Source: an optimization exercise on an open RTL-to-GDS flow (aim: small area, a short achievable clock period and few clock cycles per item). Production flows keep margins and buffers that such runs may drop.
Where RTL was checked, it was by simulation tests only, not by an equivalence proof against the original.
Only the layout flow was run in runs 1 and 8; the RTL was not checked for function there.
Power is estimated from default activity; no workload was simulated.

==> flow/design.v <==
module lzss_enc_top (
    input               clk,
    input               rst_x,
    input               i_valid,
    output              ow_ready,
    input       [7:0]   i_data,
    input               i_last,
    output              o_valid,
    input               i_ready,
    output      [8:0]   o_code,
    output              o_last
);
    integer             k;
    reg                 r_rdy;           
    reg                 r_iv;
    reg     [7:0]       r_ib;
    reg                 r_il;
    reg     [7:0]       r_win [1:64];    
    reg     [63:0]      r_s0, r_s1, r_s2;    
    reg     [6:0]       r_rv;            
    reg     [6:0]       r_lb;            
    reg     [6:0]       r_cnt;           
    reg     [2:0]       r_skip;          
    reg     [3:0]       r_ea;
    reg     [5:0]       r_ex2, r_ex3, r_ex4, r_ex5;
    reg                 r_m1, r_m2, r_m3, r_m4;
    reg                 r_l2;
    reg     [1:0]       r_l3, r_l4;      
    reg     [5:0]       r_x1, r_x2, r_x3, r_x4;  
    reg                 r_sv;
    reg                 r_hv;
    reg     [9:0]       r_hd;
    reg     [9:0]       r_sd;
    wire                w_ended = ~r_rv[0] | r_lb[0];
    wire                w_adv   = ~r_sv & (r_iv | (w_ended & (|r_rv)));
    assign  ow_ready    = r_rdy;
    assign  o_valid     = r_hv;
    assign  o_code      = r_hd[8:0];
    assign  o_last      = r_hd[9];
    always @(posedge clk or negedge rst_x) begin
        if (!rst_x) begin
            r_iv    <= 1'b0;
        end
        else if (r_rdy) begin
            r_iv    <= i_valid;
        end
    end
    always @(posedge clk) begin
        if (r_rdy) begin
            r_ib    <= i_data;
            r_il    <= i_last;
        end
    end
    reg     [63:0]      w_eq;
    always @(*) begin
        for (k = 0; k < 64; k = k + 1)
            w_eq[k] = (r_ib == r_win[k+1]) && (r_cnt > k);
    end
    wire    [63:0]      t2 = r_s1 | r_s2;
    wire    [63:0]      t3 = r_s2;
    wire    [63:0]      t4 = r_s2 & ~r_s0;
    wire    [63:0]      t5 = r_s2 & ~r_s1;
    wire    [5:0]       w_x2, w_x3, w_x4, w_x5;
    wire                a2, a3, a4, a5;
    lzss_lowest #(.W(64), .N(6)) u_low2 (.i_v(t2), .o_any(a2), .o_idx(w_x2));
    lzss_lowest #(.W(64), .N(6)) u_low3 (.i_v(t3), .o_any(a3), .o_idx(w_x3));
    lzss_lowest #(.W(64), .N(6)) u_low4 (.i_v(t4), .o_any(a4), .o_idx(w_x4));
    lzss_lowest #(.W(64), .N(6)) u_low5 (.i_v(t5), .o_any(a5), .o_idx(w_x5));
    always @(posedge clk) begin
        if (w_adv) begin
            r_win[1]    <= r_ib;
            for (k = 2; k <= 64; k = k + 1)
                r_win[k]    <= r_win[k-1];
            r_s0        <= w_eq & ~r_s2;
            r_s1        <= w_eq & r_s0;
            r_s2        <= w_eq & (r_s1 | (r_s2 & ~r_s0));
            r_lb        <= {r_lb[5:0], r_iv & r_il};
            r_ea        <= {a5, a4, a3, a2};
            r_ex2       <= w_x2;
            r_ex3       <= w_x3;
            r_ex4       <= w_x4;
            r_ex5       <= w_x5;
            r_m1        <= r_ea[0];
            r_x1        <= r_ex2;
            r_m2        <= r_ea[1] | r_m1;
            r_l2        <= r_ea[1];
            r_x2        <= r_ea[1] ? r_ex3 : r_x1;
            r_m3        <= r_ea[2] | r_m2;
            r_l3        <= r_ea[2] ? 2'd2 : {1'b0, r_l2};
            r_x3        <= r_ea[2] ? r_ex4 : r_x2;
            r_m4        <= r_ea[3] | r_m3;
            r_l4        <= r_ea[3] ? 2'd3 : r_l3;
            r_x4        <= r_ea[3] ? r_ex5 : r_x3;
        end
    end
    always @(posedge clk or negedge rst_x) begin
        if (!rst_x) begin
            r_rv    <= 7'd0;
            r_cnt   <= 7'd0;
        end
        else if (w_adv) begin
            r_rv    <= {r_rv[5:0], r_iv};
            if (r_iv) begin
                if (r_il)
                    r_cnt   <= 7'd0;
                else if (!r_cnt[6])
                    r_cnt   <= r_cnt + 7'd1;
            end
        end
    end
    wire                w_lst = r_lb[6] | (r_m4 & (r_lb[5] | ((r_l4 != 2'd0) & r_lb[4]) |
                                ((r_l4[1]) & r_lb[3]) | ((r_l4 == 2'd3) & r_lb[2])));
    wire    [9:0]       w_code = r_m4 ? {w_lst, 1'b1, ~r_x4, r_l4} : {w_lst, 1'b0, r_win[7]};
    wire                w_push = w_adv & r_rv[6] & (r_skip == 3'd0);
    wire                w_pop  = r_hv & i_ready;
    always @(posedge clk or negedge rst_x) begin
        if (!rst_x) begin
            r_skip  <= 3'd0;
        end
        else if (w_adv && r_rv[6]) begin
            if (r_skip != 3'd0)
                r_skip  <= r_skip - 3'd1;
            else if (r_m4)
                r_skip  <= {1'b0, r_l4} + 3'd1;
        end
    end
    wire                w_sv_next = r_sv ? ~w_pop : (w_push & r_hv & ~w_pop);
    always @(posedge clk or negedge rst_x) begin
        if (!rst_x) begin
            r_hv    <= 1'b0;
            r_sv    <= 1'b0;
            r_rdy   <= 1'b0;
        end
        else begin
            r_sv    <= w_sv_next;
            r_rdy   <= ~w_sv_next;
            if (w_push)
                r_hv    <= 1'b1;
            else if (w_pop && !r_sv)
                r_hv    <= 1'b0;
        end
    end
    always @(posedge clk) begin
        if (r_sv) begin
            if (w_pop)
                r_hd    <= r_sd;
        end
        else if (w_push) begin
            if (!r_hv || w_pop)
                r_hd    <= w_code;
            else
                r_sd    <= w_code;
        end
    end
endmodule
module lzss_lowest #(
    parameter   W   = 64,
    parameter   N   = 6
)(
    input       [W-1:0]     i_v,
    output                  o_any,
    output      [N-1:0]     o_idx
);
    generate
        if (W == 2) begin : leaf
            assign  o_any   = i_v[0] | i_v[1];
            assign  o_idx   = ~i_v[0];
        end
        else begin : node
            wire                w_any_lo;
            wire                w_any_hi;
            wire    [N-2:0]     w_lo;
            wire    [N-2:0]     w_hi;
            lzss_lowest #(.W(W/2), .N(N-1)) u_lo (.i_v(i_v[W/2-1:0]), .o_any(w_any_lo), .o_idx(w_lo));
            lzss_lowest #(.W(W/2), .N(N-1)) u_hi (.i_v(i_v[W-1:W/2]), .o_any(w_any_hi), .o_idx(w_hi));
            assign  o_any   = w_any_lo | w_any_hi;
            assign  o_idx   = w_any_lo ? {1'b0, w_lo} : {1'b1, w_hi};
        end
    endgenerate
endmodule
==> flow/run.sh <==
#!/bin/bash
# synth_recipe.tcl (not shown) runs the flow's synth.tcl, then flattens the netlist and writes it again
# the make line also repeats each setting of config.mk as NAME=value (left out here)
make -C /OpenROAD-flow-scripts/flow DESIGN_CONFIG=/design/flow/config.mk WORK_HOME=/design/flow/orfs CLKGATE_MAP_FILE= SYNTH_SCRIPT=/design/flow/synth_recipe.tcl finish
==> flow/config.mk <==
export PLATFORM = sky130hd
export DESIGN_NAME = lzss_enc_top
export DESIGN_NICKNAME = lzss_enc_top
export VERILOG_FILES = /design/flow/design.v
export SDC_FILE = /design/flow/constraint.sdc
export NUM_CORES = 4
export LEC_CHECK = 0
export CAP_MARGIN = 20
export CORE_MARGIN = 2
export CORE_UTILIZATION = 40
export CTS_BUF_LIST = sky130_fd_sc_hd__clkbuf_4 sky130_fd_sc_hd__clkbuf_8
export CTS_CLUSTER_DIAMETER = 60
export CTS_CLUSTER_SIZE = 12
export SETUP_SLACK_MARGIN = 3.5
export SLEW_MARGIN = 20
==> flow/constraint.sdc <==
create_clock -name core_clock -period 6.0 [get_ports {clk}]
set_input_delay 1.2000 -clock core_clock [delete_from_list [all_inputs] [get_ports {clk}]]
set_output_delay 1.2000 -clock core_clock [all_outputs]
set_load 0.01 [all_outputs]
==> results of run 1 <==
==> timing repair <==
item                       in CTS  in global routing
cloned                         10                  2
pin swaps                       6                  4
setup endpoints to repair     592                356
resized for setup             106                 44
buffers inserted               12                  6
==> synthesized netlist by cell type (6+ instances only) <==
library cell and count:
and2_1 43, xor2_1 262, inv_1 82, nand2b_1 61
o311ai_0 6, nor4_2 7, edfxtp_1 801, or2_2 8
nor3_1 55, nand3_1 31, nor2_1 236, mux2_2 36
o21ai_0 66, nor2b_1 104, a211oi_1 8, clkbuf_1 18
nand2_1 65, o211ai_1 15, a21oi_1 87, xnor2_1 250
o2111ai_1 8, buf_2 73, a21boi_0 11, o31ai_1 19
o21bai_1 6, a2111oi_0 7, dfrtp_1 21, nor4_4 7
nand4_1 77, ha_1 8, nor4_1 129, a31oi_1 20
or4_1 7, or3_1 6, o21a_1 31
==> worst reg2reg max path, cell delays in order (launching register included) <==
cell	delay, ps
edfxtp_1	520
nor4_2	500
nand4_1	210
nor2_1	240
nand2_1	220
o21ai_0	450
a221oi_1	140
==> power by group through the flow <==
stage | Combinational (µW) | Clock, µW | Sequential [µW]
5_1_grt | 6620 | 3890 | 12300
3_3_place_gp | 5470 | 0 | 12000
2_1_floorplan | 3870 | 0 | 11800
3_5_place_dp | 5540 | 0 | 12100
6_report | 6090 | 3580 | 12000
4_1_cts | 5950 | 3700 | 12000
==> layout make-up <==
type | count | area [µm²] | share of cell area [%]
flip-flops and latches | 822 | 24600 | 59.1
multi-input cells | 1769 | 12500 | 30.0
well taps | 1254 | 1570 | 3.77
clock buffers | 100 | 1290 | 3.11
repair buffers | 82 | 1110 | 2.67
inverters | 82 | 308 | 0.739
clock inverters | 22 | 254 | 0.610
diodes | 1 | 2.50 | 0.00601
==> state kept, by name, indices dropped and copies added, names as in the netlist, 8 cells and up <==
signal  flops
r_win     512
r_s0       64
r_s1       64
r_s2       64
r_hd       10
r_sd       10
r_ib        8
==> logic make-up after synthesis <==
group / after synthesis / share of synthesized area, %
AOI/OAI and AO/OA: 340 / 6.14
DFF: 822 / 65.5
and+or+nand+nor: 869 / 12.8
buffers and inverters: 185 / 2.18
adders and majority gates: 8 / 0.267
xor gates and xnor gates: 512 / 11.9
muxes: 40 / 1.19
==> worst paths after layout <==
kind / start / cells past startpoint / end
worst max-delay path: r_s2[39] / 6 / r_ex2[3]
worst min-delay path: r_ex2[1] / 0 / r_x1[1]
worst max register to register: r_s2[39] / 6 / r_ex2[3]
worst min register to register: r_ex2[1] / 0 / r_x1[1]
max in group asynchronous: rst_x / 1 / r_cnt[5]
min in group asynchronous: rst_x / 1 / r_hv
==> through the flow <==
| step | hold WS [ps] | worst slack (ps) | std cells | setup TNS (ps) |
|---|---|---|---|---|
| after global routing | 432 | 3380 | 4132 | 0 |
| after detailed placement | 408 | 2830 | 3979 | 0 |
| after CTS | 428 | 3300 | 4123 | 0 |
| final | 428 | 3450 | 4132 | 0 |
| after floorplan | 400 | -9400 | 2776 | -6420170 |
| after global placement | 402 | 2870 | 3979 | 0 |
==> layer usage <==
metal | vias up | GRT usage (%) | part of all wire [%]
met2 | 795 | 32.0 | 46
met1 | 11644 | 27.8 | 43
met5 | - | 0 | 0.026
met3 | 180 | 4.29 | 7.3
li1 | 10353 | - | -
met4 | 4 | 7.73 | 3.6
==> impl_metrics.toml, run 1 <==
[place]
dp.final_hpwl_um = 63300
placed_area_um2 = 39200
portBuffers = 24
routabilityCongestion = 0.960

[critical_path]
crit_path_max_fanout = 6
startpoint_type = "register"
worst_ep_arrival_time_ps = 2980
timing.reg2reg.setup_slack_ps = 3450
endpoint_kind = "register"
cpPeakStageDelay_ps = 520
cp.required_ps = 6430
crit_family = "simple AND/OR/NAND/NOR gates"
crit_chain = "nor4_2 -> nand4_1 -> nor2_1 -> nand2_1 -> o21ai_0 -> a221oi_1"
critPathKind = "register to register"
cp_slowest_cell = "edfxtp_1"
path_buf_inv = 0

[grt]
grt.overflow.total = 0
grt_pass1_wl_um = 146000
track_usage_pct = 20.3
grt_pass1_vias = 22985
antenna_found_initial = 4
grt_max_degree = 79

[sta]
tightest_slew_ps = 839
period_share_pct = 42.5
slew_headroom_pct = 43.6
max_freq_mhz = 392
period_needed_ps = 2550
grt_setup_unrepaired = "yes"
drv_slew = 0
setup_viol = 0
hold_viol_final = 0
fin_skew_ps = 35.9

[synthesis]
ys_ff_latch = 822
synth_edf_count = 801
syn-num-nets = 2797
synth_area_leaders = "edfxtp_1 (64%), xor2_1 (6.1%), xnor2_1 (5.8%), nor2_1 (2.4%), nor4_1 (2.1%)"
yosysSeqAreaShare_pct = 65.5
async_reset_ff_share_pct = 2.55
synth_area_um2 = 37600
yosysWarnings = 2
synth_top_area_share_pct = 64.1
syn_avg_cell_area_um2 = 13.5
ys.flop_type = "edfxtp_1"
postSynthCellCount = 2776
synth_top_cell_by_area = "edfxtp_1"
ys_types = 87

[power_and_ir_drop]
p_clk_share_pct = 16.5
power_density_nw_per_um2 = 521
leakage_uw = 0.0142
ir_worst_vdd_mv = 0.186
seq_power_share_pct = 55.4
switching_share_pct = 35.7
intPower_uw = 14000
netSwitchingPower_uw = 7730
total_power_uw = 21700
share_comb_of_total_power_pct = 28.1

[floorplan]
pin_count = 25
dieArea_um2 = 96300
die_w_um = 310
initial_utilization_pct = 40.3
core-area_um2 = 93200
rows = 112
fp.dieH_um = 310

[clock_network]
clock_latency_ps = 710
clockBufferDepth = 3
cts_inserted_buffers = 85
clk_pin_slew_worst_paths_ps = 80
cts_tree = "yes"
cts_hold_buffers = 0
clkSinkCount = 822
h-tree-depth = 3
clockRootBuffer = "clkbuf_8"

[drt]
wirelength_um = 98000
vias = 22976
drt-wirelength-per-cell_um = 23.7
firstDrtPassIters = 5
vias_per_cell = 5.56
drtAntennaViolNets = 0
drt_iter0_drc = 2293
drc = 0

[final_layout]
mostFrequentLayoutCells = "edfxtp_1 (801), xor2_1 (262), xnor2_1 (250)"
final_core_util_pct = 44.7
final_common_cell = "edfxtp_1"
final_cell_area_um2 = 41600
nets = 2863
fillers = 8290
drive_gt1_share_pct = 11.4
area_delta_synth_final_pct = 10.8

[hold_path]
worstHoldPathType = "register to register"

[run_status]
status = "complete, no violations"

[flow_run]
drv_cap = 0
==> run 2: changes to the inputs <==
--- a/flow/design.v
+++ b/flow/design.v
@@ -126,13 +126,14 @@
     end
     wire                w_sv_next = r_sv ? ~w_pop : (w_push & r_hv & ~w_pop);
+    always @(posedge clk) begin
+        r_rdy   <= ~w_sv_next;
+    end
     always @(posedge clk or negedge rst_x) begin
         if (!rst_x) begin
             r_hv    <= 1'b0;
             r_sv    <= 1'b0;
-            r_rdy   <= 1'b0;
         end
         else begin
             r_sv    <= w_sv_next;
-            r_rdy   <= ~w_sv_next;
             if (w_push)
                 r_hv    <= 1'b1;
==> run 2 against run 1 <==
Compared with the run above:
- fmax barely moved
- register-to-register slack is essentially flat
- cell count grew 1.7%
- critical path depth is the same
- non-clock buffer count up 73
- clock skew increased by 15 ps
- first-iteration DRC count rose by 6.5%
- utilization grew 1.2 points
- synthesized cell count about the same
- critical endpoint is now r_ex4[0]
- highest routed layer is now met4
==> impl_metrics.toml, run 2 <==
[sta]
grt_setup_unrepaired = "yes"
tightest_slew_ps = 895
slew_headroom_pct = 39.8
period_needed_ps = 2550
setup_slack_ps = 3450
drv_slew = 0
hold_viol_final = 0
max_freq_mhz = 392
setup_viol = 0
period_share_pct = 42.5
fin_skew_ps = 50.7

[clock_network]
cts_hold_buffers = 0
cts_inserted_buffers = 85
clock_latency_ps = 730
cts_tree = "yes"
clockRootBuffer = "clkbuf_8"
clk_pin_slew_worst_paths_ps = 90
h-tree-depth = 3
clockBufferDepth = 3
clkSinkCount = 822

[place]
placed_area_um2 = 39000
post-place-cells = 3988
dp.final_hpwl_um = 64500
routabilityCongestion = 0.953
portBuffers = 24
detailedPlace.worstSlack_ps = 2750

[flow_run]
drv_cap = 0

[drt]
drtAntennaViolNets = 0
vias_per_cell = 5.52
vias = 23180
drc = 0
drt_iter0_drc = 2441
firstDrtPassIters = 6
drt-wirelength-per-cell_um = 23.3
wirelength_um = 97800

[hold_path]
worstHoldPathType = "register to register"
min_from = "r_ex2[2]"
min_path_cells = 0

[synthesis]
synth_edf_count = 801
synth_top_cells_by_count = "edfxtp_1 (801), xnor2_1 (343), nor2_1 (230)"
synth_area_leaders = "edfxtp_1 (65%), xnor2_1 (8.1%), xor2_1 (4.0%), nor2_1 (2.3%), nor4_1 (2.0%)"
synth_top_cell_by_area = "edfxtp_1"
async_reset_ff_share_pct = 2.43
syn-num-nets = 2799
postSynthCellCount = 2778
yosysSeqAreaShare_pct = 66.1
yosysMostFrequentCell = "edfxtp_1"
synth_top_area_share_pct = 64.7
ys_ff_latch = 822
synth_area_um2 = 37200
syn_avg_cell_area_um2 = 13.4
yosysWarnings = 2
ys.flop_type = "edfxtp_1"
ys_types = 73

[final_layout]
largest_reg_flops = 512
largest_register = "r_win"
final_cell_area_um2 = 42200
mostFrequentLayoutCells = "edfxtp_1 (801), xnor2_1 (343), nor2_1 (223)"
area_delta_synth_final_pct = 13.4
fin_cells = 4202
drive_gt1_share_pct = 13.6
final_common_cell = "edfxtp_1"
nets = 2944

[power_and_ir_drop]
ir_worst_vdd_mv = 0.351
power_density_nw_per_um2 = 632
leakage_uw = 0.0142

[critical_path]
cp.required_ps = 6480
endpoint_kind = "register"
rr_worst_depth = 6
crit_path_max_fanout = 6
r2r-start = "r_s2[27]"
critPathKind = "register to register"
startpoint_type = "register"
crit_path_start = "r_s2[27]"
worst_ep_arrival_time_ps = 3030

[floorplan]
rows = 111
pin_count = 25
initial_utilization_pct = 40.4
core-area_um2 = 91900
dieArea_um2 = 95400
die_w_um = 309
fp.dieH_um = 309

[grt]
grt_max_degree = 95
grt_pass1_wl_um = 144000
track_usage_pct = 19.8
grt_pass1_vias = 22802
grt.overflow.total = 0
antenna_found_initial = 2

[run_status]
status = "complete, no violations"
[run 2: repair_timing]
action                     4_1_cts  5_1_grt
setup endpoints to repair      732      624
cloned                           4       17
hold endpoints to repair         0        0
setup buffers                   46       24
pin swaps                       13       12
resized for setup              122       67
[run 2: final timing paths]
path	end	slack, ps
max reg2reg	r_ex4[0]	3450
min reg2reg	r_x1[2]	400
max	r_ex4[0]	3450
min	r_x1[2]	400
min in group asynchronous	r_skip[1]	470
max in group asynchronous	r_cnt[5]	5080
[run 2: area by class of cell]
type                            instances  area, µm²
Clock buffer                           97       1270
Tap cell                             1243       1560
Fill cell                            8191      49800
Timing Repair Buffer                  155       1690
Sequential cell                       822      24600
Antenna cell                            2       5.00
Inverter                               84        318
Multi-Input combinational cell       1775      12500
Clock inverter                         24        280
[run 2: kinds of logic (layout without fill, tap and decap cells)]
family	Yosys count	count (layout)	share of synthesized area [%]
flops	822	822	66.1
fa+ha+maj	8	8	0.269
other cells	0	2	0
simple gates	874	874	12.6
mux	38	38	1.14
xor+xnor	512	512	12.1
buf+inv	181	360	1.86
compound gates	343	343	5.94
[run 2: worst max-delay path: stages, from the launching register on]
cell and delay, ps:
edfxtp_1 400, nor2b_4 160, or4_4 540, or4_4 550, or2_4 330, a22oi_2 230, o21ai_1 110
[run 2: per-layer routing]
layer / up-vias / share of wire [%] / GRT usage [%]
met5: - / 0 / 0
met4: 0 / 2.6 / 5.55
met3: 161 / 6.1 / 3.12
met2: 753 / 45 / 30.6
met1: 11757 / 46 / 28.9
li1: 10509 / - / -
[run 2: per-stage QoR]
| stage | hold slack, ps | power (µW) | setup TNS (ps) | utilization [%] |
|---|---|---|---|---|
| final | 399 | 26700 | 0 | 45.9 |
| after detailed placement | 405 | 21700 | 0 | 42.5 |
| after global routing | 424 | 28100 | 0 | 45.9 |
| after CTS | 397 | 26000 | 0 | 45.0 |
| after global placement | 405 | 21500 | 0 | 42.4 |
| after floorplan | 400 | 15200 | -6545150 | - |
[run 2: report_power, final]
part / internal [µW] / switching, µW
logic: 3940 / 5910
registers: 10800 / 2450
clock network: 1620 / 1980
total: 16300 / 10300
Testbench counts of run 2, summed over its fixed seeds: cycles 85,802, items 84,290.
==> run 3: changes to the inputs <==
--- a/flow/config.mk
+++ b/flow/config.mk
@@ -8,5 +8,5 @@
 export CAP_MARGIN = 20
 export CORE_MARGIN = 2
-export CORE_UTILIZATION = 40
+export CORE_UTILIZATION = 60
 export CTS_BUF_LIST = sky130_fd_sc_hd__clkbuf_4 sky130_fd_sc_hd__clkbuf_8
 export CTS_CLUSTER_DIAMETER = 60
==> run 3 against run 2 <==
Compared with the run above:
- synthesized cell count unchanged
- largest power group unchanged
- utilization increased by 21 points
- critical path type unchanged
- via count shrank 0.93%
- clock power decreased by 11%
- flip-flop and latch count unchanged
==> impl_metrics.toml, run 3 <==
[final_layout]
mostFrequentLayoutCells = "edfxtp_1 (801), xnor2_1 (343), nor2_1 (224)"
regArea_um2 = 24600
largest_register = "r_win"
area_delta_synth_final_pct = 11.0
nets = 2931
final_core_util_pct = 67.1
fillers = 4456
multiInputGateArea_um2 = 12500
final_common_cell = "edfxtp_1"
largest_reg_flops = 512
drive_gt1_share_pct = 13.3

[synthesis]
ys_types = 73
synth_top_area_share_pct = 64.7
async_reset_ff_share_pct = 2.43
ys.flop_type = "edfxtp_1"
synth_top_cells_by_count = "edfxtp_1 (801), xnor2_1 (343), nor2_1 (230)"
yosysMostFrequentCell = "edfxtp_1"
yosysSeqAreaShare_pct = 66.1
synth_area_leaders = "edfxtp_1 (65%), xnor2_1 (8.1%), xor2_1 (4.0%), nor2_1 (2.3%), nor4_1 (2.0%)"
synth_area_um2 = 37200
synth_top_cell_by_area = "edfxtp_1"
ys_ff_latch = 822
postSynthCellCount = 2778
syn_avg_cell_area_um2 = 13.4
syn-num-nets = 2799
synth_edf_count = 801
yosysWarnings = 2

[clock_network]
clkSinkCount = 822
clockRootBuffer = "clkbuf_8"
clockBufferDepth = 3
cts_tree = "yes"
cts_inserted_buffers = 80
clock_latency_ps = 710
h-tree-depth = 3
cts_hold_buffers = 0
clk_pin_slew_worst_paths_ps = 90

[floorplan]
initial_utilization_pct = 60.5
die_w_um = 253
pin_count = 25
core-area_um2 = 61500
dieArea_um2 = 64000
rows = 91
fp.dieH_um = 253

[grt]
grt_max_degree = 125
grt_pass1_vias = 22382
grt_pass1_wl_um = 138000
antenna_found_initial = 4
track_usage_pct = 29.1
grt.overflow.total = 0

[drt]
drt-wirelength-per-cell_um = 25.0
drt_iter0_drc = 2161
vias = 22964
firstDrtPassIters = 6
drc = 0
wirelength_um = 93300
vias_per_cell = 6.15
drtAntennaViolNets = 0

[sta]
setup_slack_ps = 3440
fin_skew_ps = 33.8
grt_setup_unrepaired = "yes"
period_share_pct = 42.6
tightest_slew_ps = 1050
hold_viol_final = 0
holdWs_ps = 418
drv_slew = 0
setup_viol = 0
period_needed_ps = 2560
finalSetupTns_ps = 0
max_freq_mhz = 391
slew_headroom_pct = 29.5

[power_and_ir_drop]
intPower_uw = 16000
seq_power_share_pct = 50.5
ir_worst_vdd_mv = 0.367
switching_share_pct = 38.9
share_comb_of_total_power_pct = 37.2
p_clk_share_pct = 12.3
netSwitchingPower_uw = 10200
leakage_uw = 0.0141
power_density_nw_per_um2 = 633
total_power_uw = 26100

[critical_path]
critPathKind = "register to register"
worst_ep_arrival_time_ps = 3010
endpoint_kind = "register"
cp.required_ps = 6450
crit_path_max_fanout = 6
startpoint_type = "register"

[flow_run]
drv_cap = 0

[place]
detailedPlace.worstSlack_ps = 2650
dp.final_hpwl_um = 63800
portBuffers = 24
routabilityCongestion = 0.985

[hold_path]
worstHoldPathType = "register to register"

[run_status]
status = "complete, no violations"
run 3: cell counts after synthesis:
Identical to the previous run, type by type.
run 3: repair_timing:
action,CTS,global route
endpoints found under the setup margin,664,340
pin swaps,9,10
gates cloned,7,4
buffers inserted,37,42
resized for setup,142,62
run 3: layer usage:
| layer | wire [µm] | GRT usage [%] |
|---|---|---|
| met1 | 40900 | 41.7 |
| met2 | 43000 | 45.5 |
| met3 | 6650 | 5.74 |
| met4 | 2750 | 8.57 |
| met5 | 13 | 0 |
run 3: final timing paths:
| kind | from | end | slack, ps | cells after the start |
|---|---|---|---|---|
| min reg2reg | r_ex2[2] | r_x1[2] | 420 | 0 |
| max | r_s2[19] | r_ex4[0] | 3440 | 6 |
| max reg2reg | r_s2[19] | r_ex4[0] | 3440 | 6 |
| min in group asynchronous | rst_x | r_rv[4] | 510 | 1 |
| max in group asynchronous | rst_x | r_cnt[2] | 5010 | 1 |
| min | r_ex2[2] | r_x1[2] | 420 | 0 |
run 3: final cells by class:
cell class,count,share of cell area [%]
diodes,3,0.0182
clock buffers,97,2.98
clock inverters,13,0.243
inverters,84,0.764
multi-input cells,1775,30.3
flip-flops and latches,822,59.6
well taps,790,2.40
repair buffers,147,3.67
run 3: power by group through the flow:
stage                     clock network [µW]  registers [µW]  logic [µW]
after floorplan                            0           11500        3750
after global placement                     0           13200        8120
after detailed placement                   0           13300        8220
after CTS                               3290           13200        9120
after global routing                    3480           13500       10400
final                                   3220           13200        9710
run 3: stage by stage:
| stage | std cells | area [µm²] |
|---|---|---|
| finish | 3731 | 41300 |
| global route | 3729 | 41200 |
| CTS | 3682 | 40500 |
| detailed placement | 3528 | 38400 |
| global placement | 3528 | 38400 |
| floorplan | 2778 | 37200 |
run 3: kinds of logic after synthesis:
| logic type | synth area share [%] |
|---|---|
| compound gates | 5.94 |
| xor+xnor | 12.1 |
| fa+ha+maj | 0.269 |
| buf+inv | 1.86 |
| flops | 66.1 |
| mux | 1.14 |
| simple gates | 12.6 |
run 3: critical path, stage by stage, from the launching register on:
cell and delay [ps]:
edfxtp_1 410, nor2b_1 180, or4_4 540, or4_4 540, or2_4 320, a22oi_2 210
o21ai_1 120
==> run 4: changes to the inputs <==
--- a/flow/config.mk
+++ b/flow/config.mk
@@ -8,8 +8,9 @@
 export CAP_MARGIN = 20
 export CORE_MARGIN = 2
-export CORE_UTILIZATION = 60
+export CORE_UTILIZATION = 70
 export CTS_BUF_LIST = sky130_fd_sc_hd__clkbuf_4 sky130_fd_sc_hd__clkbuf_8
 export CTS_CLUSTER_DIAMETER = 60
 export CTS_CLUSTER_SIZE = 12
+export PLACE_DENSITY = 0.8
 export SETUP_SLACK_MARGIN = 3.5
 export SLEW_MARGIN = 20
==> run 4 against run 3 <==
Compared with the run above:
- cell area shrank 0.82%
- sequential share of layout area grew 0.47 points
- via count up 2.7%
- critical path depth unchanged
- register-to-register slack better by 40 ps
- worst hold slack improved by 12 ps
- critical endpoint is now r_ea[2]
- largest power group unchanged
==> impl_metrics.toml, run 4 <==
[synthesis]
synth_top_cells_by_count = "edfxtp_1 (801), xnor2_1 (343), nor2_1 (230)"
synth_top_area_share_pct = 64.7
syn_avg_cell_area_um2 = 13.4
yosysSeqAreaShare_pct = 66.1
postSynthCellCount = 2778
synth_area_um2 = 37200
syn-num-nets = 2799
synth_edf_count = 801
ys_ff_latch = 822
synth_area_leaders = "edfxtp_1 (65%), xnor2_1 (8.1%), xor2_1 (4.0%), nor2_1 (2.3%), nor4_1 (2.0%)"
ys.flop_type = "edfxtp_1"
ys_types = 73
yosysWarnings = 2
async_reset_ff_share_pct = 2.43
yosysMostFrequentCell = "edfxtp_1"
synth_top_cell_by_area = "edfxtp_1"

[clock_network]
clock_latency_ps = 710
h-tree-depth = 3
clockRootBuffer = "clkbuf_8"
cts_inserted_buffers = 80
cts_tree = "yes"
clk_pin_slew_worst_paths_ps = 90
cts_hold_buffers = 0
clkSinkCount = 822
clockBufferDepth = 3

[floorplan]
core-area_um2 = 52600
die_w_um = 234
pin_count = 25
fp.dieH_um = 234
rows = 84
dieArea_um2 = 55000
initial_utilization_pct = 70.7

[grt]
grt_max_degree = 159
grt_pass1_wl_um = 134000
track_usage_pct = 32.7
antenna_found_initial = 1
grt_pass1_vias = 22588
grt.overflow.total = 0

[critical_path]
endpoint_kind = "register"
worst_ep_arrival_time_ps = 2940
crit_path_max_fanout = 6
startpoint_type = "register"
critPathKind = "register to register"
cp.required_ps = 6420

[place]
routabilityCongestion = 0.974
placed_area_um2 = 38200
detailedPlace.worstSlack_ps = 2520
dp.final_hpwl_um = 60000
portBuffers = 24

[drt]
drt-wirelength-per-cell_um = 25.0
vias = 23585
wirelength_um = 90100
drc = 0
drtAntennaViolNets = 0
drt_iter0_drc = 3002
firstDrtPassIters = 6
vias_per_cell = 6.54

[power_and_ir_drop]
leakage_uw = 0.0140
switching_share_pct = 38.7
ir_worst_vdd_mv = 0.382
power_density_nw_per_um2 = 637
p_clk_share_pct = 13.2
share_comb_of_total_power_pct = 35.9
netSwitchingPower_uw = 10100
seq_power_share_pct = 51.0
intPower_uw = 16000

[sta]
setup_slack_ps = 3480
setup_viol = 0
fin_skew_ps = 41.3
max_freq_mhz = 397
period_share_pct = 42.0
grt_setup_unrepaired = "yes"
hold_viol_final = 0
period_needed_ps = 2520
tightest_slew_ps = 992
holdWs_ps = 431
slew_headroom_pct = 33.5
drv_slew = 0

[flow_run]
drv_cap = 0

[final_layout]
final_common_cell = "edfxtp_1"
final_cell_area_um2 = 40900
area_delta_synth_final_pct = 10.1
diodes = 0
nets = 2895
mostFrequentLayoutCells = "edfxtp_1 (801), xnor2_1 (343), nor2_1 (224)"
fillers = 3108
largest_register = "r_win"
largest_reg_flops = 512
drive_gt1_share_pct = 12.4

[hold_path]
worstHoldPathType = "register to register"

[run_status]
status = "complete, no violations"
run 4: cell count changes in the layout (fill, tap and decap cells not counted), sizes merged, moves of 2 or more:
cell / delta
bufbuf: -2
clkinv: -2
diode: -3
clkbuf: +26
clkinvlp: -5
buf: -35
run 4: kinds of logic (layout without fill, tap and decap cells):
kind of cell,Yosys count,count (layout),synth area share (%)
flops,822,822,66.1
buf+inv,181,323,1.86
mux,38,38,1.14
xor+xnor,512,512,12.1
fa+ha+maj,8,8,0.269
compound gates,343,344,5.94
simple gates,874,874,12.6
run 4: worst max-delay path, cell delays in order, from the launching register on:
cell      delay (ps)
edfxtp_1         400
nor2b_4          160
or4_4            550
or4_4            560
or2_4            320
nor4_2           170
nand3_1          110
run 4: final timing paths:
| check | start | end | slack (ps) | cells after the start |
|---|---|---|---|---|
| worst min-delay path | r_ex2[3] | r_x1[3] | 430 | 0 |
| max in group asynchronous | rst_x | r_cnt[1] | 5100 | 1 |
| min in group asynchronous | rst_x | r_cnt[5] | 490 | 1 |
| worst min register to register | r_ex2[3] | r_x1[3] | 430 | 0 |
| worst max register to register | r_s2[16] | r_ea[2] | 3480 | 6 |
| worst max-delay path | r_s2[16] | r_ea[2] | 3480 | 6 |
run 4: power groups by stage:
stage / Sequential [µW] / Clock, µW / Combinational [µW]
2_1_floorplan: 11500 / 0 / 3750
3_3_place_gp: 13200 / 0 / 7850
3_5_place_dp: 13300 / 0 / 8070
4_1_cts: 13200 / 3460 / 8590
5_1_grt: 13600 / 3670 / 10000
6_report: 13300 / 3430 / 9350
run 4: timing repair:
action / in CTS / in global routing
pin swaps: 4 / 6
resized for setup: 121 / 73
setup endpoints to repair: 838 / 458
cloned: 2 / 5
buffers inserted: 24 / 28
run 4: metrics by stage:
step | std cells | TNS [ps] | total power [µW] | util (%)
6_report | 3609 | 0 | 26100 | 77.9
3_5_place_dp | 3421 | 0 | 21400 | 72.7
3_3_place_gp | 3421 | 0 | 21000 | 72.7
5_1_grt | 3609 | 0 | 27300 | 77.9
2_1_floorplan | 2778 | -6545150 | 15200 | -
4_1_cts | 3576 | 0 | 25300 | 76.6
run 4: cell type report:
class	count	area, µm²	area share [%]
clock buffers	123	1460	3.57
clock inverters	6	46.3	0.113
inverters	84	315	0.771
multi-input cells	1776	12500	30.4
flip-flops and latches	822	24600	60.1
well taps	688	861	2.10
repair buffers	110	1200	2.92
run 4: layer usage:
layer  part of all wire (%)  GRT usage [%]
met1                     42           48.1
met2                     46           49.8
met3                    9.1           6.87
met4                    3.0           10.0
met5                  0.014              0
==> run 5: changes to the inputs <==
--- a/flow/config.mk
+++ b/flow/config.mk
@@ -6,4 +6,5 @@
 export NUM_CORES = 4
 export LEC_CHECK = 0
+export ABC_AREA = 1
 export CAP_MARGIN = 20
 export CORE_MARGIN = 2
==> run 5 against run 4 <==
Compared with the run above:
- still clean on timing, DRC and antenna
- cell count is 19% higher
- routed wire length is 5.0% higher
- clock power is 2% lower
- worst hold slack worse by 10 ps
- synthesized area is 2.6% higher
- via count is 10% higher
- global-route usage is 1.2 points higher
- cell area hardly changed
- die area is 2.6% higher
- worst setup slack better by 70 ps
- largest cell class unchanged
- largest power group unchanged
==> impl_metrics.toml, run 5 <==
[grt]
grt_max_degree = 106
grt.overflow.total = 0
grt_pass1_wl_um = 143000
antenna_found_initial = 2
track_usage_pct = 33.9
grt_pass1_vias = 25001

[critical_path]
startpoint_type = "register"
crit_family = "flip-flops"
path_buf_inv = 1
crit_chain = "buf_2"
endpoint_kind = "output pin"
cp_slowest_cell = "edfxtp_1"
r2r-start = "r_ib[2]"
cpPeakStageDelay_ps = 400
rr_worst_depth = 6
worstReg2RegEnd = "r_s2[34]"
critPathKind = "register to output pin"
crit_path_max_fanout = 1
cp.required_ps = 4800
timing.reg2reg.setup_slack_ps = 3560
worst_ep_arrival_time_ps = 1250

[run_status]
status = "complete, no violations"

[final_layout]
drive_gt1_share_pct = 8.05
area_delta_synth_final_pct = 7.21
fin_cells = 4289
nets = 3575
largest_reg_flops = 512
final_core_util_pct = 76.0
final_common_cell = "edfxtp_1"
mostFrequentLayoutCells = "edfxtp_1 (801), nand2_1 (761), nor2_1 (398)"
fillers = 3543
largest_register = "r_win"

[clock_network]
clkSinkCount = 822
cts_tree = "yes"
clock_latency_ps = 720
clk_pin_slew_worst_paths_ps = 80
cts_inserted_buffers = 79
clockRootBuffer = "clkbuf_8"
h-tree-depth = 3
clockBufferDepth = 3
cts_hold_buffers = 0

[sta]
hold_viol_final = 0
period_share_pct = 40.8
max_freq_mhz = 408
drv_slew = 0
tightest_slew_ps = 768
finalSetupTns_ps = 0
fin_skew_ps = 38.7
setup_viol = 0
period_needed_ps = 2450
grt_setup_unrepaired = "yes"
slew_headroom_pct = 48.3

[synthesis]
ys.flop_type = "edfxtp_1"
syn_avg_cell_area_um2 = 11.0
async_reset_ff_share_pct = 2.43
yosysMostFrequentCell = "edfxtp_1"
synth_area_leaders = "edfxtp_1 (63%), nand2_1 (7.5%), xor2_1 (4.8%), xnor2_1 (4.5%), nor2_1 (3.9%)"
synth_area_um2 = 38200
yosysWarnings = 2
ys_ff_latch = 822
yosysSeqAreaShare_pct = 64.4
synth_top_cells_by_count = "edfxtp_1 (801), nand2_1 (761), nor2_1 (401)"
synth_top_area_share_pct = 63.0
syn-num-nets = 3505
ys_types = 50
postSynthCellCount = 3484
synth_edf_count = 801
synth_top_cell_by_area = "edfxtp_1"

[power_and_ir_drop]
leakage_uw = 0.0162
seq_power_share_pct = 56.1
power_density_nw_per_um2 = 506
netSwitchingPower_uw = 7420
switching_share_pct = 35.8
ir_worst_vdd_mv = 0.364
intPower_uw = 13300
p_clk_share_pct = 16.2
share_comb_of_total_power_pct = 27.7

[hold_path]
min_from = "r_ex2[2]"
worstHoldPathType = "register to register"
min_path_cells = 0
holdPathEnd = "r_x1[2]"

[place]
dp.final_hpwl_um = 65100
routabilityCongestion = 1.02
portBuffers = 24
post-place-cells = 4147

[drt]
vias_per_cell = 6.07
drc = 0
vias = 26043
drt_iter0_drc = 3493
drtAntennaViolNets = 0
firstDrtPassIters = 7
drt-wirelength-per-cell_um = 22.1
wirelength_um = 94600

[floorplan]
core-area_um2 = 53800
pin_count = 25
rows = 85
initial_utilization_pct = 70.9
fp.dieH_um = 237
dieArea_um2 = 56400
die_w_um = 237

[flow_run]
drv_cap = 0
[run 5: changes by cell type after synthesis, moves of 92 or more]
cell	delta
nor4_1	-93
nor2_1	+171
nand2_1	+696
nand3_1	+92
inv_1	+212
xnor2_1	-145
[run 5: per-stage QoR]
| step | power, µW | hold WS, ps | worst slack (ps) | cell area [µm²] |
|---|---|---|---|---|
| final | 20700 | 420 | 3550 | 40900 |
| after global routing | 21800 | 430 | 3470 | 40900 |
| after CTS | 20600 | 423 | 3400 | 40800 |
| after detailed placement | 17100 | 405 | 2880 | 39100 |
| after global placement | 16800 | 403 | 2960 | 39100 |
| after floorplan | 15200 | 400 | 2790 | 38200 |
[run 5: kinds of logic after synthesis]
logic type / count (synthesis) / synth area share, %
simple gates: 1539 / 17.1
fa+ha+maj: 8 / 0.262
buf+inv: 386 / 4.13
flops: 822 / 64.4
xor+xnor: 408 / 9.37
compound gates: 321 / 4.69
[run 5: timing repair]
item / in CTS / in global routing
gates resized for setup: 73 / 24
setup endpoints to repair: 945 / 511
gates cloned: 5 / 1
pin swaps: 1 / 0
buffers inserted: 15 / 1
[run 5: cell type report]
cell class | count | area, µm² | area share [%]
clock buffer | 108 | 1310 | 3.19
antenna | 2 | 5.00 | 0.0122
clock inverter | 10 | 124 | 0.303
sequential | 822 | 24600 | 60.1
timing repair inverter | 2 | 15.0 | 0.0367
tap | 696 | 871 | 2.13
multi-input combinational | 2276 | 12000 | 29.4
inverter | 305 | 1170 | 2.86
timing repair buffer | 68 | 795 | 1.94
[run 5: metal layers]
layer,track usage (%),vias to the layer above,routed length (µm)
li1,-,11885,-
met1,49.3,12474,37900
met2,51.5,1478,42400
met3,5.78,206,10300
met4,14.2,0,4020
met5,0,-,0
[run 5: how the worst max path moves through the flow]
stage / from / endpoint / slack [ps] / cells after the start
after floorplan: r_sv / r_ea[0] / 2790 / 4
after global placement: r_sv / r_win[41][0] / 2960 / 5
after detailed placement: r_sv / r_win[42][1] / 2880 / 5
after CTS: r_sv / r_win[43][0] / 3400 / 5
after global routing: r_ib[2] / r_s1[34] / 3470 / 6
final: r_hd[5] / o_code[5] / 3550 / 1
[run 5: power groups by stage]
stage / logic [µW] / clock network (µW) / registers [µW]
global route: 6370 / 3600 / 11800
CTS: 5650 / 3400 / 11500
detailed placement: 5510 / 0 / 11600
finish: 5740 / 3350 / 11600
floorplan: 4150 / 0 / 11000
global placement: 5330 / 0 / 11500
==> run 6: changes to the inputs <==
--- a/flow/config.mk
+++ b/flow/config.mk
@@ -6,12 +6,11 @@
 export NUM_CORES = 4
 export LEC_CHECK = 0
-export ABC_AREA = 1
 export CAP_MARGIN = 20
 export CORE_MARGIN = 2
-export CORE_UTILIZATION = 70
+export CORE_UTILIZATION = 80
 export CTS_BUF_LIST = sky130_fd_sc_hd__clkbuf_4 sky130_fd_sc_hd__clkbuf_8
 export CTS_CLUSTER_DIAMETER = 60
 export CTS_CLUSTER_SIZE = 12
-export PLACE_DENSITY = 0.8
+export PLACE_DENSITY = 0.9
 export SETUP_SLACK_MARGIN = 3.5
 export SLEW_MARGIN = 20
==> run 6 against run 5 <==
Compared with the run above:
- die area decreased by 15%
- sequential share of layout area up 0.088 points
- register-to-register slack worse by 190 ps
- global-route usage up 10 points
- critical path depth is 5 higher
- synthesized area shrank 2.6%
- routed wire length is 17% higher
- cell count decreased by 18%
- first-iteration DRC count up 45%
- clock skew shrank 1.7 ps
- fmax is 6.9% lower
- critical path type is now register to register
- largest power group unchanged
==> impl_metrics.toml, run 6 <==
[drt]
vias_per_cell = 7.51
firstDrtPassIters = 7
drc = 0
drtAntennaViolNets = 0
drt_iter0_drc = 5061
wirelength_um = 111000
drt-wirelength-per-cell_um = 31.3
vias = 26540

[synthesis]
syn_avg_cell_area_um2 = 13.4
synth_top_family_by_area = "simple AND/OR/NAND/NOR gates"
yosysWarnings = 2
ys_ff_latch = 822
synth.area.mux_share_pct = 1.14
synth_area_leaders = "edfxtp_1 (65%), xnor2_1 (8.1%), xor2_1 (4.0%), nor2_1 (2.3%), nor4_1 (2.0%)"
synth_compound_area_share_pct = 5.94
synth-xor-area-share_pct = 12.1
synth_edf_count = 801
synth_area_um2 = 37200
synth_top_area_share_pct = 64.7
synth_fa_ha_area_share_pct = 0.269
async_reset_ff_share_pct = 2.43
ys.flop_type = "edfxtp_1"
ys_types = 73
syn-num-nets = 2799
synth_top_cells_by_count = "edfxtp_1 (801), xnor2_1 (343), nor2_1 (230)"
postSynthCellCount = 2778
yosysMostFrequentCell = "edfxtp_1"
synthSimpleGateAreaFrac_pct = 12.6
synth_top_cell_by_area = "edfxtp_1"
yosysSeqAreaShare_pct = 66.1

[critical_path]
rr_worst_depth = 6
cp.required_ps = 6560
crit_path_max_fanout = 65
timing.reg2reg.setup_slack_ps = 3370
crit_path_start = "r_ib[2]"
r2r-start = "r_ib[2]"
worst_ep_arrival_time_ps = 3190
critPathKind = "register to register"
worstReg2RegEnd = "r_s1[6]"
endpoint_kind = "register"
startpoint_type = "register"

[final_layout]
area_delta_synth_final_pct = 9.91
largest_register = "r_win"
fillers = 1669
final_cell_area_um2 = 40900
largest_reg_flops = 512
mostFrequentLayoutCells = "edfxtp_1 (801), xnor2_1 (343), nor2_1 (225)"
nets = 2919
final_common_cell = "edfxtp_1"
diodes = 0
drive_gt1_share_pct = 13.1

[grt]
grt_max_degree = 171
use_met2_pct = 69.8
grt_pass1_wl_um = 154000
grt_busiest_layer = "met2"
antenna_found_initial = 3
grt.overflow.total = 0
track_usage_pct = 44.1
grt_pass1_vias = 24941
globalRouteMet1Util_pct = 56.7
met3_usage_pct = 12.2

[clock_network]
clockRootBuffer = "clkbuf_8"
clkSinkCount = 822
clockBufferDepth = 3
cts_hold_buffers = 0
clock_latency_ps = 720
cts_tree = "yes"
cts_inserted_buffers = 78
clk_pin_slew_worst_paths_ps = 110
h-tree-depth = 3

[sta]
max_freq_mhz = 380
period_share_pct = 43.9
fin_skew_ps = 36.9
finalSetupTns_ps = 0
hold_viol_final = 0
slew_headroom_pct = 32.0
tightest_slew_ps = 1020
drv_slew = 0
setup_viol = 0
period_needed_ps = 2630
grt_setup_unrepaired = "yes"

[floorplan]
die_w_um = 220
dieArea_um2 = 48200
initial_utilization_pct = 81.6
fp.dieH_um = 220
pin_count = 25
rows = 78
core-area_um2 = 45600

[hold_path]
holdPathEnd = "r_x1[4]"
worstHoldPathType = "register to register"
min_path_cells = 0
min_from = "r_ex2[4]"

[place]
routabilityCongestion = 1.02
dp.final_hpwl_um = 65500
placed_area_um2 = 38100
portBuffers = 24

[power_and_ir_drop]
ir_worst_vdd_mv = 0.531
leakage_uw = 0.0140
power_density_nw_per_um2 = 668

[run_status]
status = "complete, no violations"

[flow_run]
drv_cap = 0
-- run 6: logic make-up after synthesis --
| logic type | after synthesis |
|---|---|
| muxes | 38 |
| and+or+nand+nor | 874 |
| adders and majority gates | 8 |
| xor gates and xnor gates | 512 |
| buffers and inverters | 181 |
| DFF | 822 |
| AOI/OAI and AO/OA | 343 |
-- run 6: metal layers --
layer | share of wire [%] | routed length (µm) | vias to the layer above
li1 | - | - | 10455
met2 | 46 | 50500 | 2834
met4 | 7.6 | 8470 | 2
met1 | 32 | 35900 | 12537
met5 | 0.011 | 12 | -
met3 | 14 | 15900 | 712
-- run 6: worst max path at each step --
stage	slack, ps	depth (start not counted)	end
CTS	3380	6	r_s1[51]
floorplan	-9650	6	r_hd[0]
detailed placement	2660	3	r_win[38][2]
global route	3380	6	r_s1[6]
finish	3370	6	r_s1[6]
global placement	2780	3	r_win[32][6]
-- run 6: final cells by class --
class                           count  area [µm²]  share of cell area [%]
Tap cell                          600         751                    1.84
Sequential cell                   822       24600                    60.2
Timing Repair Buffer              137        1350                    3.30
Clock buffer                      112        1350                    3.30
Multi-Input combinational cell   1775       12400                    30.5
Inverter                           84         318                   0.778
Clock inverter                      5        60.1                   0.147
-- run 6: repair_timing --
action / 4_1_cts / 5_1_grt
gates cloned: 2 / 8
buffers inserted: 40 / 34
resized for setup: 130 / 68
setup endpoints to repair: 904 / 546
pin swaps: 9 / 13
-- run 6: worst max-delay path: stages, from the launching register on --
cell and delay, ps:
edfxtp_1 410, buf_12 460, xnor2_1 190, nand4_1 230
a2111oi_1 630, nand3_1 300, nor2_1 190
-- run 6: where the power goes --
part           switching (µW)  internal [µW]  total (µW)
clock network            1960           1480        3430
logic                    6460           3700       10200
registers                2890          10800       13700
total                   11300          16000       27300
-- run 6: stage by stage --
step	cells	hold slack, ps	util, %	power (µW)	setup slack (ps)
after floorplan	2778	400	-	15200	-9650
final	3535	423	89.6	27300	3370
after CTS	3493	426	88.2	25700	3380
after global routing	3535	429	89.6	27900	3380
after global placement	3334	403	83.6	20900	2780
after detailed placement	3334	406	83.6	21600	2660
==> run 7: changes to the inputs <==
==> flow/config.mk (replaced) <==
export PLATFORM = sky130hd
export DESIGN_NAME = lzss_enc_top
export DESIGN_NICKNAME = lzss_enc_top
export VERILOG_FILES = /design/flow/design.v
export SDC_FILE = /design/flow/constraint.sdc
export NUM_CORES = 4
export LEC_CHECK = 0
export CAP_MARGIN = 20
export CORE_MARGIN = 2
export CORE_UTILIZATION = 40
export CTS_BUF_LIST = sky130_fd_sc_hd__clkbuf_8 sky130_fd_sc_hd__clkbuf_16
export CTS_CLUSTER_DIAMETER = 70
export CTS_CLUSTER_SIZE = 24
export SETUP_SLACK_MARGIN = 3.5
export SLEW_MARGIN = 20
==> run 7 against run 6 <==
Compared with the run above:
- clock power increased by 11%
- cell area increased by 3.5%
- largest power group unchanged
- power decreased by 1.5%
- critical path depth unchanged
- highest routed layer is now met4
- worst setup slack improved by 50 ps
==> impl_metrics.toml, run 7 <==
[critical_path]
startpoint_type = "register"
r2r-start = "r_s2[19]"
crit_path_start = "r_s2[19]"
crit_path_max_fanout = 6
worst_ep_arrival_time_ps = 2960
cp.required_ps = 6380
endpoint_kind = "register"
critPathKind = "register to register"

[final_layout]
final_common_cell = "edfxtp_1"
area_delta_synth_final_pct = 13.7
fin_cells = 4160
nets = 2902
diodes = 0
largest_reg_flops = 512
mostFrequentLayoutCells = "edfxtp_1 (801), xnor2_1 (343), nor2_1 (223)"
drive_gt1_share_pct = 11.9
fillers = 8188
final_cell_area_um2 = 42300
largest_register = "r_win"

[clock_network]
cts_tree = "yes"
cts_inserted_buffers = 48
clockBufferDepth = 3
clk_pin_slew_worst_paths_ps = 100
h-tree-depth = 2
clock_latency_ps = 640
cts_hold_buffers = 0
clockRootBuffer = "clkbuf_16"
clkSinkCount = 822

[sta]
fin_skew_ps = 29.3
period_share_pct = 43.0
setup_slack_ps = 3420
finalSetupTns_ps = 0
drv_slew = 0
period_needed_ps = 2580
max_freq_mhz = 387
grt_setup_unrepaired = "yes"
tightest_slew_ps = 843
slew_headroom_pct = 43.3
setup_viol = 0
hold_viol_final = 0

[drt]
wirelength_um = 97100
vias = 22964
vias_per_cell = 5.52
firstDrtPassIters = 6
drc = 0
drtAntennaViolNets = 0
drt_iter0_drc = 2502
drt-wirelength-per-cell_um = 23.3

[grt]
grt_max_degree = 95
track_usage_pct = 19.6
grt_pass1_vias = 22399
grt.overflow.total = 0
grt_pass1_wl_um = 143000
antenna_found_initial = 0

[hold_path]
min_from = "r_ex2[2]"
worstHoldPathType = "register to register"

[synthesis]
syn_avg_cell_area_um2 = 13.4
ys_types = 73
yosysWarnings = 2
syn-num-nets = 2799
postSynthCellCount = 2778
synth_top_area_share_pct = 64.7
synth_top_cell_by_area = "edfxtp_1"
synth_edf_count = 801
ys.flop_type = "edfxtp_1"
synth_area_um2 = 37200
async_reset_ff_share_pct = 2.43
yosysSeqAreaShare_pct = 66.1
synth_top_cells_by_count = "edfxtp_1 (801), xnor2_1 (343), nor2_1 (230)"
synth_area_leaders = "edfxtp_1 (65%), xnor2_1 (8.1%), xor2_1 (4.0%), nor2_1 (2.3%), nor4_1 (2.0%)"
ys_ff_latch = 822
yosysMostFrequentCell = "edfxtp_1"

[run_status]
status = "complete, no violations"

[floorplan]
core-area_um2 = 91900
dieArea_um2 = 95400
pin_count = 25
initial_utilization_pct = 40.4
die_w_um = 309
rows = 111
fp.dieH_um = 309

[place]
dp.final_hpwl_um = 64500
routabilityCongestion = 0.953
detailedPlace.worstSlack_ps = 2750
placed_area_um2 = 39000
portBuffers = 24
post-place-cells = 3988

[power_and_ir_drop]
leakage_uw = 0.0143
total_power_uw = 26900
power_density_nw_per_um2 = 635
ir_worst_vdd_mv = 0.286

[flow_run]
drv_cap = 0
==> run 7: cell types whose count changed in the layout (fill, tap and decap cells not counted), sizes merged <==
cell,change
inv,+18
clkinvlp,-1
buf,-1
clkbuf,-58
clkdlybuf4s15,+8
clkinv,+10
dlygate4sd2,+1
bufinv,+4
bufbuf,+1
==> run 7: kinds of logic (layout without fill, tap and decap cells) <==
logic type / count (synthesis) / after routing / share of synthesized area [%]
simple gates: 874 / 874 / 12.6
flops: 822 / 822 / 66.1
xor+xnor: 512 / 512 / 12.1
compound gates: 343 / 343 / 5.94
buf+inv: 181 / 320 / 1.86
mux: 38 / 38 / 1.14
fa+ha+maj: 8 / 8 / 0.269
==> run 7: worst paths after layout <==
kind / slack, ps / endpoint / cells after the start
max: 3420 / r_ex4[0] / 6
min: 410 / r_x1[2] / 0
max reg2reg: 3420 / r_ex4[0] / 6
min reg2reg: 410 / r_x1[2] / 0
max in group asynchronous: 5010 / r_cnt[2] / 1
min in group asynchronous: 560 / r_cnt[3] / 1
==> run 7: repair_timing <==
| action | in CTS | in global routing |
|---|---|---|
| buffers inserted | 49 | 21 |
| pin swaps | 12 | 11 |
| endpoints found under the setup margin | 713 | 547 |
| gates cloned | 4 | 12 |
| gates resized for setup | 103 | 67 |
==> run 7: critical path, cell delays in order, from the launching register on <==
cell and delay (ps):
edfxtp_1 390, nor2b_2 180, or4_4 540, or4_4 550, or2_4 330, a22oi_2 230, o21ai_1 110
==> run 7: through the flow <==
step	utilization (%)	hold slack, ps
floorplan	-	400
global placement	42.4	405
detailed placement	42.5	405
CTS	45.2	412
global route	46.0	420
finish	46.0	408
==> run 7: cell type report <==
class | instances | area [µm²] | share of cell area, %
Tap cell | 1243 | 1560 | 3.68
Clock inverter | 36 | 423 | 1.00
Timing Repair Buffer | 150 | 1650 | 3.90
Clock buffer | 50 | 1240 | 2.93
Inverter | 84 | 318 | 0.752
Multi-Input combinational cell | 1775 | 12500 | 29.6
Sequential cell | 822 | 24600 | 58.2
==> run 7: report_power, final <==
group	leakage [µW]	switching (µW)	internal (µW)
registers	0.00843	2440	10800
clock network	0.000834	2030	1790
logic	0.00499	5940	3890
==> run 7: per-layer routing <==
layer  GRT usage, %  up-vias  wire (µm)  share of wire (%)
met5              0        -          0                  0
met4           4.50        0       2100                2.2
met3           2.73      114       5450                5.6
met2           30.6      716      44200                 45
met1           29.0    11686      45400                 47
li1               -    10448          -                  -
==> run 8: changes to the inputs <==
--- a/flow/design.v
+++ b/flow/design.v
@@ -12,8 +12,4 @@
 );
     integer             k;
-    reg                 r_rdy;           
-    reg                 r_iv;
-    reg     [7:0]       r_ib;
-    reg                 r_il;
     reg     [7:0]       r_win [1:64];    
     reg     [63:0]      r_s0, r_s1, r_s2;    
@@ -28,4 +24,5 @@
     reg     [1:0]       r_l3, r_l4;      
     reg     [5:0]       r_x1, r_x2, r_x3, r_x4;  
+    reg                 r_rdy;           
     reg                 r_sv;
     reg                 r_hv;
@@ -33,27 +30,13 @@
     reg     [9:0]       r_sd;
     wire                w_ended = ~r_rv[0] | r_lb[0];
-    wire                w_adv   = ~r_sv & (r_iv | (w_ended & (|r_rv)));
+    wire                w_adv   = r_rdy & (i_valid | (w_ended & (|r_rv)));
     assign  ow_ready    = r_rdy;
     assign  o_valid     = r_hv;
     assign  o_code      = r_hd[8:0];
     assign  o_last      = r_hd[9];
-    always @(posedge clk or negedge rst_x) begin
-        if (!rst_x) begin
-            r_iv    <= 1'b0;
-        end
-        else if (r_rdy) begin
-            r_iv    <= i_valid;
-        end
-    end
-    always @(posedge clk) begin
-        if (r_rdy) begin
-            r_ib    <= i_data;
-            r_il    <= i_last;
-        end
-    end
     reg     [63:0]      w_eq;
     always @(*) begin
         for (k = 0; k < 64; k = k + 1)
-            w_eq[k] = (r_ib == r_win[k+1]) && (r_cnt > k);
+            w_eq[k] = (i_data == r_win[k+1]) && (r_cnt > k);
     end
     wire    [63:0]      t2 = r_s1 | r_s2;
@@ -69,5 +52,5 @@
     always @(posedge clk) begin
         if (w_adv) begin
-            r_win[1]    <= r_ib;
+            r_win[1]    <= i_data;
             for (k = 2; k <= 64; k = k + 1)
                 r_win[k]    <= r_win[k-1];
@@ -75,5 +58,5 @@
             r_s1        <= w_eq & r_s0;
             r_s2        <= w_eq & (r_s1 | (r_s2 & ~r_s0));
-            r_lb        <= {r_lb[5:0], r_iv & r_il};
+            r_lb        <= {r_lb[5:0], i_valid & i_last};
             r_ea        <= {a5, a4, a3, a2};
             r_ex2       <= w_x2;
@@ -100,7 +83,7 @@
         end
         else if (w_adv) begin
-            r_rv    <= {r_rv[5:0], r_iv};
-            if (r_iv) begin
-                if (r_il)
+            r_rv    <= {r_rv[5:0], i_valid};
+            if (i_valid) begin
+                if (i_last)
                     r_cnt   <= 7'd0;
                 else if (!r_cnt[6])
==> flow/config.mk (replaced) <==
export PLATFORM = sky130hd
export DESIGN_NAME = lzss_enc_top
export DESIGN_NICKNAME = lzss_enc_top
export VERILOG_FILES = /design/flow/design.v
export SDC_FILE = /design/flow/constraint.sdc
export NUM_CORES = 4
export LEC_CHECK = 0
export CAP_MARGIN = 20
export CORE_MARGIN = 2
export CORE_UTILIZATION = 70
export CTS_BUF_LIST = sky130_fd_sc_hd__clkbuf_4 sky130_fd_sc_hd__clkbuf_8
export CTS_CLUSTER_DIAMETER = 60
export CTS_CLUSTER_SIZE = 12
export PLACE_DENSITY = 0.8
export SETUP_SLACK_MARGIN = 3.5
export SLEW_MARGIN = 20
==> run 8 against run 7 <==
Compared with the run above:
- largest power group unchanged
- still clean on timing, DRC and antenna
- critical endpoint is now r_ex2[1]
- sequential share of layout area is essentially flat
- fmax is 2.8% lower
- clock power is 16% lower
==> impl_metrics.toml, run 8 <==
[final_layout]
largest_register = "r_win"
fillers = 2920
final_common_cell = "edfxtp_1"
fin_cells = 3664
drive_gt1_share_pct = 16.4
nets = 2968
largest_reg_flops = 512
area_delta_synth_final_pct = 13.2
mostFrequentLayoutCells = "edfxtp_1 (792), xnor2_1 (285), xor2_1 (227)"

[critical_path]
critPathKind = "register to register"
cpPeakStageDelay_ps = 520
crit_chain = "buf_4 -> buf_4 -> nor4_4 -> nor2b_4 -> nand2_2 -> or3_4 -> o2111ai_4 -> o311ai_2"
cp_slowest_cell = "edfxtp_1"
worstReg2RegEnd = "r_ex2[1]"
worst_path_most_repeated_cell = "buf_4"
worst_ep_arrival_time_ps = 3070
startpoint_type = "register"
crit_path_max_fanout = 5
endpoint_kind = "register"
r2r-start = "r_s2[38]"
rr_worst_depth = 8
cp.required_ps = 6410
timing.reg2reg.setup_slack_ps = 3340

[place]
detailedPlace.worstSlack_ps = 2340
dp.final_hpwl_um = 62400
routabilityCongestion = 0.987
post-place-cells = 3393
portBuffers = 24

[drt]
vias = 24527
firstDrtPassIters = 6
drt_iter0_drc = 3576
drc = 0
vias_per_cell = 6.69
drt-wirelength-per-cell_um = 26.7
drtAntennaViolNets = 0
wirelength_um = 97700

[clock_network]
clkSinkCount = 812
clockRootBuffer = "clkbuf_8"
clk_pin_slew_worst_paths_ps = 80
h-tree-depth = 3
cts_hold_buffers = 0
cts_inserted_buffers = 78
cts_tree = "yes"
clockBufferDepth = 3
clock_latency_ps = 700

[sta]
holdWs_ps = 422
grt_setup_unrepaired = "yes"
fin_skew_ps = 32.5
setup_slack_ps = 3340
tightest_slew_ps = 928
period_needed_ps = 2660
drv_slew = 0
hold_viol_final = 0
slew_headroom_pct = 37.3
finalSetupTns_ps = 0
max_freq_mhz = 377
period_share_pct = 44.3
setup_viol = 0

[synthesis]
postSynthCellCount = 2745
yosysWarnings = 2
ys_ff_latch = 812
syn-num-nets = 2766
syn_avg_cell_area_um2 = 13.4
async_reset_ff_share_pct = 2.34
yosysSeqAreaShare_pct = 65.8
synth_area_leaders = "edfxtp_1 (64%), xnor2_1 (6.8%), xor2_1 (5.4%), nor2_1 (2.3%), nor4_1 (2.0%)"
synth_area_um2 = 36900
synth_edf_count = 792
synth_top_cells_by_count = "edfxtp_1 (792), xnor2_1 (285), xor2_1 (227)"
yosysMostFrequentCell = "edfxtp_1"
ys_types = 79
ys.flop_type = "edfxtp_1"
synth_top_area_share_pct = 64.4
synth_top_cell_by_area = "edfxtp_1"

[power_and_ir_drop]
netSwitchingPower_uw = 9350
power_density_nw_per_um2 = 581
ir_worst_vdd_mv = 0.348
switching_share_pct = 38.5
share_comb_of_total_power_pct = 36.8
intPower_uw = 14900
leakage_uw = 0.0142
p_clk_share_pct = 13.2
seq_power_share_pct = 50.0

[flow_run]
drv_cap = 0

[grt]
grt_pass1_wl_um = 141000
track_usage_pct = 35.0
antenna_found_initial = 1
grt.overflow.total = 0
grt_max_degree = 82
grt_pass1_vias = 23430

[floorplan]
die_w_um = 234
core-area_um2 = 52300
dieArea_um2 = 54600
pin_count = 25
rows = 84
initial_utilization_pct = 70.5
fp.dieH_um = 234

[hold_path]
worstHoldPathType = "register to register"
min_from = "r_ex2[5]"
holdPathEnd = "r_x1[5]"
min_path_cells = 0

[run_status]
status = "complete, no violations"
-- run 8: cell types whose count changed after synthesis, moves of 14 or more --
| cell | change |
|---|---|
| xor2_1 | +58 |
| xnor2_1 | -58 |
| nor2b_1 | +18 |
| nand2b_1 | -19 |
| nand4_1 | -14 |
| buf_1 | +15 |
| clkbuf_1 | -37 |
| buf_2 | +18 |
-- run 8: cells by family (layout without fill, tap and decap cells) --
family	after synthesis	count (layout)	share of synthesized area, %
fa+ha+maj	8	8	0.271
compound gates	347	347	6.18
xor+xnor	512	512	12.1
other cells	0	1	0
simple gates	852	852	12.6
buf+inv	176	406	1.88
mux	38	38	1.15
flops	812	812	65.8
-- run 8: through the flow --
step                      area (µm²)  utilization, %  total power, µW
after detailed placement       37900            72.5            18700
after CTS                      40600            77.6            22900
after global routing           41800            79.8            25200
after floorplan                37100               -            16100
after global placement         37900            72.5            18400
final                          41800            79.8            24300
-- run 8: worst max path at each step --
stage	from	endpoint	slack, ps	cells after the start
2_1_floorplan	i_valid	r_sd[0]	1780	5
3_3_place_gp	i_data[7]	r_s2[14]	2420	6
3_5_place_dp	i_valid	r_sd[5]	2340	6
4_1_cts	r_s2[39]	r_ex5[2]	3430	7
5_1_grt	r_s2[38]	r_ex2[1]	3330	8
6_report	r_s2[38]	r_ex2[1]	3340	8
-- run 8: power by group through the flow --
| stage | registers, µW | clock network (µW) | logic (µW) |
|---|---|---|---|
| 6_report | 12100 | 3200 | 8940 |
| 3_5_place_dp | 12200 | 0 | 6540 |
| 4_1_cts | 12000 | 3220 | 7740 |
| 5_1_grt | 12300 | 3420 | 9450 |
| 3_3_place_gp | 12000 | 0 | 6330 |
| 2_1_floorplan | 11400 | 0 | 4670 |
-- run 8: timing repair --
action                     in CTS  in global routing
buffers inserted               79                 58
setup endpoints to repair    1021                774
gates resized for setup       191                 91
cloned                         10                 15
pin swaps                      20                 28
-- run 8: cell type report --
cell class              instances  area, µm²  share of cell area (%)
clock inverters                 6       48.8                   0.117
well taps                     688        861                    2.06
flip-flops and latches        812      24300                    58.2
clock buffers                 102       1270                    3.05
diodes                          1       2.50                 0.00599
multi-input cells            1757      12700                    30.4
repair inverters                3       48.8                   0.117
repair buffers                212       2200                    5.27
inverters                      83        342                   0.818
-- run 8: metal layers --
metal / routed length (µm) / part of all wire [%] / GRT usage (%)
met1: 37900 / 39 / 49.4
met2: 44500 / 46 / 53.5
met3: 10900 / 11 / 6.69
met4: 4450 / 4.6 / 15.7
met5: 0 / 0 / 0
-- run 8: worst max-delay path, delay by kind of cell (launching register included) --
family | cells | cell delay, ps
AO/OA/AOI/OAI | 2 | 440
flip-flops | 1 | 520
AND/OR/NAND/NOR | 4 | 1090
buffers and inverters | 2 | 330

port drivers added, routing unchanged:
The flow's constraints put no driver on any port. The routed layouts listed below were extracted and timed again, unchanged, in two steps. Step 1, drivers: a clkbuf_16 drives clk and a buf_2 each remaining input, both assumed. Step 2, shift: input delay + t, output delay - t, t = (earliest + latest rising clock arrival at the registers) / 2. This alone moves slack from input paths to output paths. Slacks: no drivers / after step 1 / after step 2; pairs: no drivers / after step 1.
| run | t, ns | slack for setup (ns) | worst hold slack (ns) | worst slew at a driven data input, ns | cell pins on the clock port's net |
|---|---|---|---|---|---|
| run 1 | 0.756 | 3.451 / 3.413 / 3.451 | 0.428 / 0.425 / 0.428 | 0.04 | 1 |
| run 2 | 0.763 | 3.450 / 3.448 / 3.450 | 0.399 / 0.399 / 0.399 | 0.05 | 1 |
| run 3 | 0.752 | 3.443 / 3.443 / 3.345 | 0.418 / 0.418 / 0.418 | 0.03 | 1 |
| run 4 | 0.746 | 3.480 / 3.468 / 3.364 | 0.431 / 0.431 / 0.431 | 0.03 | 1 |
| run 5 | 0.772 | 3.550 / 3.484 / 3.271 | 0.420 / 0.420 / 0.420 | 0.06 | 1 |
| run 6 | 0.766 | 3.368 / 3.368 / 3.236 | 0.423 / 0.423 / 0.423 | 0.06 | 1 |
| run 7 | 0.693 | 3.418 / 3.418 / 3.385 | 0.408 / 0.408 / 0.408 | 0.04 | 1 |
| run 8 | 0.748 | 3.344 / 3.344 / 2.811 | 0.422 / 0.422 / 0.422 | 0.07 | 1 |
After both steps setup and hold are still met in every run listed. The setup slack of run 8, which loses most, moves by 0.000 ns with the drivers and by -0.533 ns with both steps.
